This design comes from an exercise in tuning for small area and a short achievable clock period on the open sky130 flow, not from production work. Only the layout flow was run in this run; the RTL was not checked for function there. The clock cells of this run come from the design's own scripts or RTL, not from TritonCTS. The clock port is modelled as an ideal driver, which makes a skipped or thinned clock tree look cheaper than it is; a real chip needs a root buffer or a tree. Power figures rest on the tool's default switching activity, not on a simulated workload.

==> flow/design.v <==
parameter REAL_DATA_WIDTH = 32;
typedef logic[REAL_DATA_WIDTH-1:0] RealDataType;
function automatic RealDataType unpackReal(input RealDataType arg, input int NUM_BITS);
    if (NUM_BITS > REAL_DATA_WIDTH) begin
        $error("Attempted to grab %d bits from %d bit RealDataType", NUM_BITS, REAL_DATA_WIDTH);
    end
    unpackReal = arg >> (REAL_DATA_WIDTH - NUM_BITS);
endfunction
function automatic RealDataType packReal(input RealDataType arg, input int NUM_BITS);
    if (NUM_BITS > REAL_DATA_WIDTH) begin
        $error("Attempted to pack %d bits in %d bit RealDataType", NUM_BITS, REAL_DATA_WIDTH);
    end
    packReal = arg << (REAL_DATA_WIDTH - NUM_BITS);
endfunction
typedef struct packed {
    RealDataType re;
    RealDataType im;
} ComplexType;
typedef logic[2*REAL_DATA_WIDTH-1:0] ComplexLogicType;
function automatic ComplexLogicType complexToLogic(input ComplexType arg);
    complexToLogic = {arg.im, arg.re};
endfunction
function automatic ComplexType logicToComplex(input ComplexLogicType arg);
    logicToComplex = {arg[2*REAL_DATA_WIDTH-1:REAL_DATA_WIDTH], arg[REAL_DATA_WIDTH-1:0]};
endfunction
`timescale 1ns/1ns
module radix_2_butterfly #(
    parameter DATA_WIDTH = 16
) (
    input  logic       clkIn,
    input  logic       rstIn,
    input  logic       enIn,
    input  logic       validIn,
    input  ComplexType dataIn,
    output logic       validOut,
    output ComplexType dataOut
);
    localparam int W  = DATA_WIDTH + 1;          
    localparam int C1 = 6;
    localparam int C2 = 12;
    logic       stateR;      
    logic       bInvR;       
    logic [2:0] validR;
    always_ff @(posedge clkIn) begin
        if (rstIn) begin
            stateR <= 1'b0;
            validR <= 3'b000;
        end else if (enIn) begin
            if (validIn) stateR <= ~stateR;
            validR <= {validR[1:0], validIn};
        end
    end
    logic signed [DATA_WIDTH-1:0] inRe, inIm;
    assign inRe = dataIn[63 -: DATA_WIDTH];
    assign inIm = dataIn[31 -: DATA_WIDTH];
    function automatic logic [2*W-1:0] prefixAdd(input logic [W-1:0] a,
                                                 input logic [W-1:0] b,
                                                 input logic cin);
        logic [W-1:0] p, g, gg, pp, gn, pn;
        p  = a ^ b;
        g  = a & b;
        gg = g;
        pp = p;
        gg[0] = g[0] | (p[0] & cin);
        for (int l = 0; (1 << l) < W; l++) begin
            gn = gg;
            pn = pp;
            for (int i = 0; i < W; i++) begin
                if ((i >> l) & 1) begin
                    gn[i] = gg[i] | (pp[i] & gg[((i >> l) << l) - 1]);
                    pn[i] = pp[i] & pp[((i >> l) << l) - 1];
                end
            end
            gg = gn;
            pp = pn;
        end
        prefixAdd = {gg, p ^ {gg[W-2:0], cin}};
    endfunction
    function automatic logic [1:0] splitCarries(input logic [DATA_WIDTH-1:0] a,
                                                input logic [DATA_WIDTH-1:0] b,
                                                input logic cin);
        logic [2*W-1:0] s;
        s = prefixAdd({a[DATA_WIDTH-1], a}, {b[DATA_WIDTH-1], b}, cin);
        splitCarries = {s[W+C2-1], s[W+C1-1]};
    endfunction
    logic signed [DATA_WIDTH-1:0] x0ReR, x0ImR, aReR, aImR, bReR, bImR;
    logic [1:0]                   cReR, cImR;
    logic signed [DATA_WIDTH:0]   outReR, outImR;
    function automatic logic [W-1:0] splitSum(input logic [DATA_WIDTH-1:0] a,
                                              input logic [DATA_WIDTH-1:0] b,
                                              input logic cin,
                                              input logic [1:0] c);
        logic [W-1:0]   ae, be;
        logic [2*W-1:0] s0, s1, s2;
        ae = {a[DATA_WIDTH-1], a};
        be = {b[DATA_WIDTH-1], b};
        s0 = prefixAdd({{(W-C1){1'b0}}, ae[C1-1:0]}, {{(W-C1){1'b0}}, be[C1-1:0]}, cin);
        s1 = prefixAdd({{(W-C2+C1){1'b0}}, ae[C2-1:C1]}, {{(W-C2+C1){1'b0}}, be[C2-1:C1]}, c[0]);
        s2 = prefixAdd({{C2{1'b0}}, ae[W-1:C2]}, {{C2{1'b0}}, be[W-1:C2]}, c[1]);
        splitSum = {s2[W-C2-1:0], s1[C2-C1-1:0], s0[C1-1:0]};
    endfunction
    always_ff @(posedge clkIn) begin
        if (enIn) begin
            if (stateR) begin
                aReR  <= x0ReR;
                aImR  <= x0ImR;
                bReR  <= inRe;
                bImR  <= inIm;
                bInvR <= 1'b0;
                cReR  <= splitCarries(x0ReR, inRe, 1'b0);
                cImR  <= splitCarries(x0ImR, inIm, 1'b0);
            end else begin
                x0ReR <= inRe;
                x0ImR <= inIm;
                bReR  <= ~bReR;
                bImR  <= ~bImR;
                bInvR <= ~bInvR;
                cReR  <= splitCarries(aReR, ~bReR, ~bInvR);
                cImR  <= splitCarries(aImR, ~bImR, ~bInvR);
            end
            outReR <= splitSum(aReR, bReR, bInvR, cReR);
            outImR <= splitSum(aImR, bImR, bInvR, cImR);
        end
    end
    assign dataOut.re = {outReR, {(32-DATA_WIDTH-1){1'b0}}};
    assign dataOut.im = {outImR, {(32-DATA_WIDTH-1){1'b0}}};
    assign validOut   = validR[2];
endmodule
==> flow/flow/run.sh <==
#!/bin/bash
# Layout flow: the standard ORFS flow (standard.sh) with these changes:
#  - synthesis: no full/half adder cell extraction before ABC (ADDER_MAP_FILE
#    empty) and ABC's delay-driven mapping script (ABC_AREA=1);
#  - resizing may change a cell's footprint (MATCH_CELL_FOOTPRINT=0);
#  - ports buffered with buf_2;
#  - repair_timing aims for SETUP_SLACK_MARGIN of slack;
#  - the clock tree is built by flow/cts_manual.tcl (the clock port drives
#    4 clkbuf_16, each driving the flip-flops of one quarter of the core)
#    instead of TritonCTS.
# Each step's output goes to a log file of its own in this folder.
set -euo pipefail
K=(ADDER_MAP_FILE= ABC_AREA=1 MATCH_CELL_FOOTPRINT=0 SETUP_SLACK_MARGIN=1.4
   "BUFFER_PORTS_ARGS=-buffer_cell sky130_fd_sc_hd__buf_2")
bash standard.sh "${K[@]}" place > 1_synth_place.log 2>&1
bash standard.sh "${K[@]}" run RUN_SCRIPT="$PWD/flow/cts_manual.tcl" > 2_cts_manual.log 2>&1
bash standard.sh "${K[@]}" finish > 3_route_finish.log 2>&1
==> flow/flow/cts_manual.tcl <==
utl::set_metrics_stage "cts__{}"
source $::env(SCRIPTS_DIR)/load.tcl
erase_non_stage_variables cts
load_design 3_place.odb 3_place.sdc

set_dont_use $::env(DONT_USE_CELLS)

set nbuf 4
if { [info exists ::env(CLK_NBUF)] } { set nbuf $::env(CLK_NBUF) }
set bufCell sky130_fd_sc_hd__clkbuf_16
if { [info exists ::env(CLK_BUF_CELL)] } { set bufCell $::env(CLK_BUF_CELL) }

set db [ord::get_db]
set block [ord::get_db_block]
set clkNet [$block findNet clkIn]
set master [$db findMaster $bufCell]

# sinks: every instance pin on the clock net
set sinks {}
foreach it [$clkNet getITerms] {
  set inst [$it getInst]
  set bb [$inst getBBox]
  set x [expr {([$bb xMin] + [$bb xMax]) / 2}]
  set y [expr {([$bb yMin] + [$bb yMax]) / 2}]
  lappend sinks [list $x $y $it]
}
puts "manual cts: [llength $sinks] sinks, $nbuf buffers of $bufCell"

proc split_groups { groups axis } {
  set out {}
  foreach g $groups {
    set s [lsort -integer -index $axis $g]
    set h [expr {[llength $s] / 2}]
    lappend out [lrange $s 0 [expr {$h - 1}]] [lrange $s $h end]
  }
  return $out
}

set groups [list $sinks]
set axis 0
while { [llength $groups] < $nbuf } {
  set groups [split_groups $groups $axis]
  set axis [expr {1 - $axis}]
}

set k 0
foreach g $groups {
  set sx 0
  set sy 0
  foreach s $g {
    set sx [expr {$sx + [lindex $s 0]}]
    set sy [expr {$sy + [lindex $s 1]}]
  }
  set n [llength $g]
  set cx [expr {$sx / $n}]
  set cy [expr {$sy / $n}]
  set inst [odb::dbInst_create $block $master "clkbuf_man_$k"]
  set net [odb::dbNet_create $block "clknet_man_$k"]
  $net setSigType CLOCK
  [$inst findITerm A] connect $clkNet
  [$inst findITerm X] connect $net
  foreach s $g {
    set it [lindex $s 2]
    $it disconnect
    $it connect $net
  }
  $inst setLocation [expr {$cx - [$master getWidth] / 2}] [expr {$cy - [$master getHeight] / 2}]
  $inst setPlacementStatus PLACED
  puts "manual cts: clkbuf_man_$k drives $n sinks around ($cx, $cy)"
  incr k
}
$clkNet setSigType CLOCK

set_propagated_clock [all_clocks]
estimate_parasitics -placement

set_placement_padding -global \
  -left $::env(CELL_PAD_IN_SITES_DETAIL_PLACEMENT) \
  -right $::env(CELL_PAD_IN_SITES_DETAIL_PLACEMENT)
detailed_placement
estimate_parasitics -placement
report_clock_latency
report_clock_skew

if { !$::env(SKIP_CTS_REPAIR_TIMING) } {
  repair_timing_helper
  detailed_placement
  check_placement -verbose
}

report_metrics 4 "cts final"

orfs_write_db $::env(RESULTS_DIR)/4_1_cts.odb
orfs_write_sdc $::env(RESULTS_DIR)/4_cts.sdc
==> flow/standard.sh <==
#!/bin/bash
# synth_recipe.tcl (not shown) runs the flow's synth.tcl, then flattens the netlist and writes it again
# the make line also repeats each setting of config.mk as NAME=value (left out here)
make -C /OpenROAD-flow-scripts/flow DESIGN_CONFIG=/design/flow/config.mk WORK_HOME=/design/flow/orfs CLKGATE_MAP_FILE= SYNTH_SCRIPT=/design/flow/synth_recipe.tcl "${@:-finish}"
==> flow/config.mk <==
export PLATFORM = sky130hd
export DESIGN_NAME = radix_2_butterfly
export DESIGN_NICKNAME = radix_2_butterfly
export VERILOG_FILES = /design/flow/design.v
export SDC_FILE = /design/flow/constraint.sdc
export NUM_CORES = 4
export LEC_CHECK = 0
export CAP_MARGIN = 20
export CORE_MARGIN = 2
export CORE_UTILIZATION = 40
export SLEW_MARGIN = 20
==> flow/constraint.sdc <==
create_clock -name core_clock -period 3.0 [get_ports {clkIn}]
set_input_delay 0.6000 -clock core_clock [delete_from_list [all_inputs] [get_ports {clkIn}]]
set_output_delay 0.6000 -clock core_clock [all_outputs]
set_load 0.01 [all_outputs]
==> impl_metrics.json <==
{
  "vias_per_cell": 4.63,
  "p_per_area_nw_per_um2": 498,
  "ant_nets": 0,
  "post-synth-top-count-cell": "nand2_1",
  "p_leak_nw": 3.18,
  "finalCritPeriodShare_pct": 52.0,
  "synth_area_leaders": "edfxtp_1 (60%), nand2_1 (11%), xor2_1 (4.1%)",
  "synth.distinct_cells": 34,
  "slowest_stage": "or2_4",
  "finalWeightedCongestion": 0.748,
  "period_minus_slack_ps": 1560,
  "holdPathStages": 0,
  "setup_viol_count_final": 0,
  "final_util_pct": 45.2,
  "crit_path_start_kind": "input port",
  "grt.total_usage_pct": 13.2,
  "num_io_pins": 133,
  "worstReg2RegStart": "bReR[9]",
  "die-height_um": 134,
  "r2r_end": "outReR[11]",
  "wl_um": 12200,
  "crit_chain": "buf_2 -> or2_4 -> nand2_1 -> nor2_1 -> a21oi_1 -> nand2_1 -> a21oi_2 -> a21oi_2",
  "overflow": 0,
  "vdd_drop_max_v": 0.000318,
  "grt_max_degree": 60,
  "cp-end-kind": "register",
  "critPathBufInv": 1,
  "fin_ws_ps": 1440,
  "start_util_pct": 41.0,
  "status": "no timing/DRC/antenna violations",
  "yosysSeqAreaShare_pct": 60.8,
  "die-area_um2": 18100,
  "area.growth.synth_to_final_pct": 10.2,
  "synth_flop_cell": "edfxtp_1",
  "synth.top_cell.area_share_pct": 59.6,
  "preCtsSetupSlack_ps": 836,
  "core_um2": 16600,
  "clkTransAtPathRegs_ps": 120,
  "worstSetupPathType": "input port to register",
  "p_switching_mw": 0.924,
  "tightest_slew_ps": 505,
  "r2r_slack_ps": 1510,
  "rows": 47,
  "synth_top_cells_by_count": "nand2_1 (200), edfxtp_1 (135), inv_1 (60), nor2_1 (57), o21ai_0 (42)",
  "grt_pass1_vias": 4237,
  "cp_data_required_time_ps": 2940,
  "drc": 0,
  "grt_pass1_wl_um": 19800,
  "cpPeakStageDelay_ps": 250,
  "cp.arrival_ps": 1500,
  "drv_cap": 0,
  "syn_area_per_cell_um2": 9.95,
  "comb_power_share_pct": 16.5,
  "sw_frac_of_total_pct": 24.7,
  "syn_area_um2": 6800,
  "fin_hold_ws_ps": 432,
  "rsz0062_at_grt": "yes",
  "io_buffers": 70,
  "tns_ps": 0,
  "holdCritPathClass": "register to register",
  "min_from": "x0ReR[12]",
  "sequentialPowerShare_pct": 64.6,
  "p_int_mw": 2.81,
  "dp_hpwl_um": 9020,
  "yosysWarnings": 1,
  "p_total_mw": 3.73,
  "first_iter_violations": 314,
  "antenna_found_initial": 1,
  "max_freq_mhz": 641,
  "worstSkewPairLatency_ps": 190,
  "synth_top_area_cell": "edfxtp_1",
  "post_drt_wl_per_cell_um": 12.5,
  "synth_cells": 683,
  "fin_nets": 825,
  "hold_viol_final": 0,
  "vias": 4520,
  "synth_edf_count": 135,
  "drt_pass1_iterations": 5,
  "worst-r2r-cell-count": 8,
  "slew_headroom_pct": 66.3,
  "synth-seq-cells": 139,
  "async_reset_ff_share_pct": 0,
  "fin_skew_ps": 12.9,
  "drive_gt1_share_pct": 17.5,
  "slew_viol_final": 0,
  "clkPwrFrac_pct": 18.9,
  "worst_path_dominant_cell_family": "simple AND/OR/NAND/NOR gates",
  "crit_fanout": 5,
  "min_to": "aReR[12]",
  "die_x_um": 134
}
## cell families after synthesis
kind of cell / count (synthesis) / synth area share, %
AND/OR/NAND/NOR: 314 / 19.3
flip-flops: 139 / 60.8
buffers and inverters: 103 / 7.36
AO/OA/AOI/OAI: 88 / 7.60
XOR/XNOR: 38 / 4.90
other: 1 / 0.0552
## per-layer routing
metal,up-vias,wire [um],global-route usage (%)
met5,-,0,0
met4,0,73,0.702
met3,7,548,1.32
met2,74,6100,23.9
met1,2098,5500,18.0
li1,2341,-,-
## through the flow
step / instances / instance area (um^2)
finish: 976 / 7490
global route: 975 / 7490
detailed placement: 969 / 7330
global placement: 969 / 7330
floorplan: 712 / 6920
## power groups by stage
stage | Clock, mW | Sequential (mW) | Combinational, mW
global placement | 0 | 2.45 | 0.599
CTS | 0.744 | 2.41 | 0.623
detailed placement | 0 | 2.46 | 0.615
floorplan | 0 | 2.47 | 0.410
finish | 0.705 | 2.41 | 0.617
global route | 0.803 | 2.43 | 0.700
## final cells by class
cell class                      instances  area, um^2
Tap cell                              220         275
Multi-Input combinational cell        470        2310
Buffer                                  4         100
Timing Repair Buffer                   77         423
Sequential cell                       139        4140
Antenna cell                            1        2.50
Inverter                               65         248
Fill cell                            1593        9090
## cell usage in the layout (no fill, tap or decap), drive strengths merged
| cell | n |
|---|---|
| nor2 | 59 |
| o31ai | 2 |
| nand4 | 3 |
| o211a | 1 |
| nand3b | 2 |
| nor3 | 2 |
| inv | 64 |
| xor2 | 32 |
| nand2 | 220 |
| diode | 1 |
| dfxtp | 4 |
| o21a | 7 |
| o22ai | 2 |
| clkinvlp | 1 |
| conb | 30 |
| a31oi | 5 |
| clkbuf | 5 |
| o21ai | 52 |
| edfxtp | 135 |
| or2 | 11 |
| xnor2 | 6 |
| nand3 | 17 |
| o21bai | 1 |
| buf | 76 |
| a21oi | 18 |
## state kept, by name, summed over array words and instances, names as in the netlist
name,cells
aImR,16
aReR,16
bImR,16
bInvR,1
bReR,16
cImR,2
cReR,2
outImR,17
outReR,17
stateR,1
validR,3
x0ImR,16
x0ReR,16
## how the worst max path moves through the flow
stage	slack (ps)	startpoint	cells past startpoint	to
floorplan	1420	stateR	4	aImR[0]
global placement	860	enIn	4	x0ImR[3]
detailed placement	840	enIn	4	x0ImR[11]
CTS	1400	dataIn[54]	8	cReR[1]
global route	1380	dataIn[22]	8	cImR[1]
finish	1440	dataIn[54]	8	cReR[1]

static timing again, ports no longer ideal:
No port has a modelled driver above. Below, the same layout with a new extraction and two added sets of constraints. Step 1 (the two cells are an assumption about what drives the block):
set clk [get_ports {clkIn}]
set_driving_cell -lib_cell sky130_fd_sc_hd__clkbuf_16 $clk
set_driving_cell -lib_cell sky130_fd_sc_hd__buf_2 [delete_from_list [all_inputs] $clk]
Step 2 times the ports against the registers' clock, not the clock port: input delays grow and output delays shrink by t, the midpoint of the rising clock arrivals with the driver on. Slacks: no drivers / after step 1 / after step 2; pairs: no drivers / after step 1.
shift t [ns]: 0.268
setup slack, ns: 1.441 / 1.504 / 1.237
slew at the worst register clock pin (ns): 0.12 / 0.12
worst slew at a driven data input, ns: 0.05
cell pins on the clock port's net: 4
After both steps setup and hold are still met in this run. The setup slack of this run moves by +0.063 ns with the drivers and by -0.204 ns with both steps.
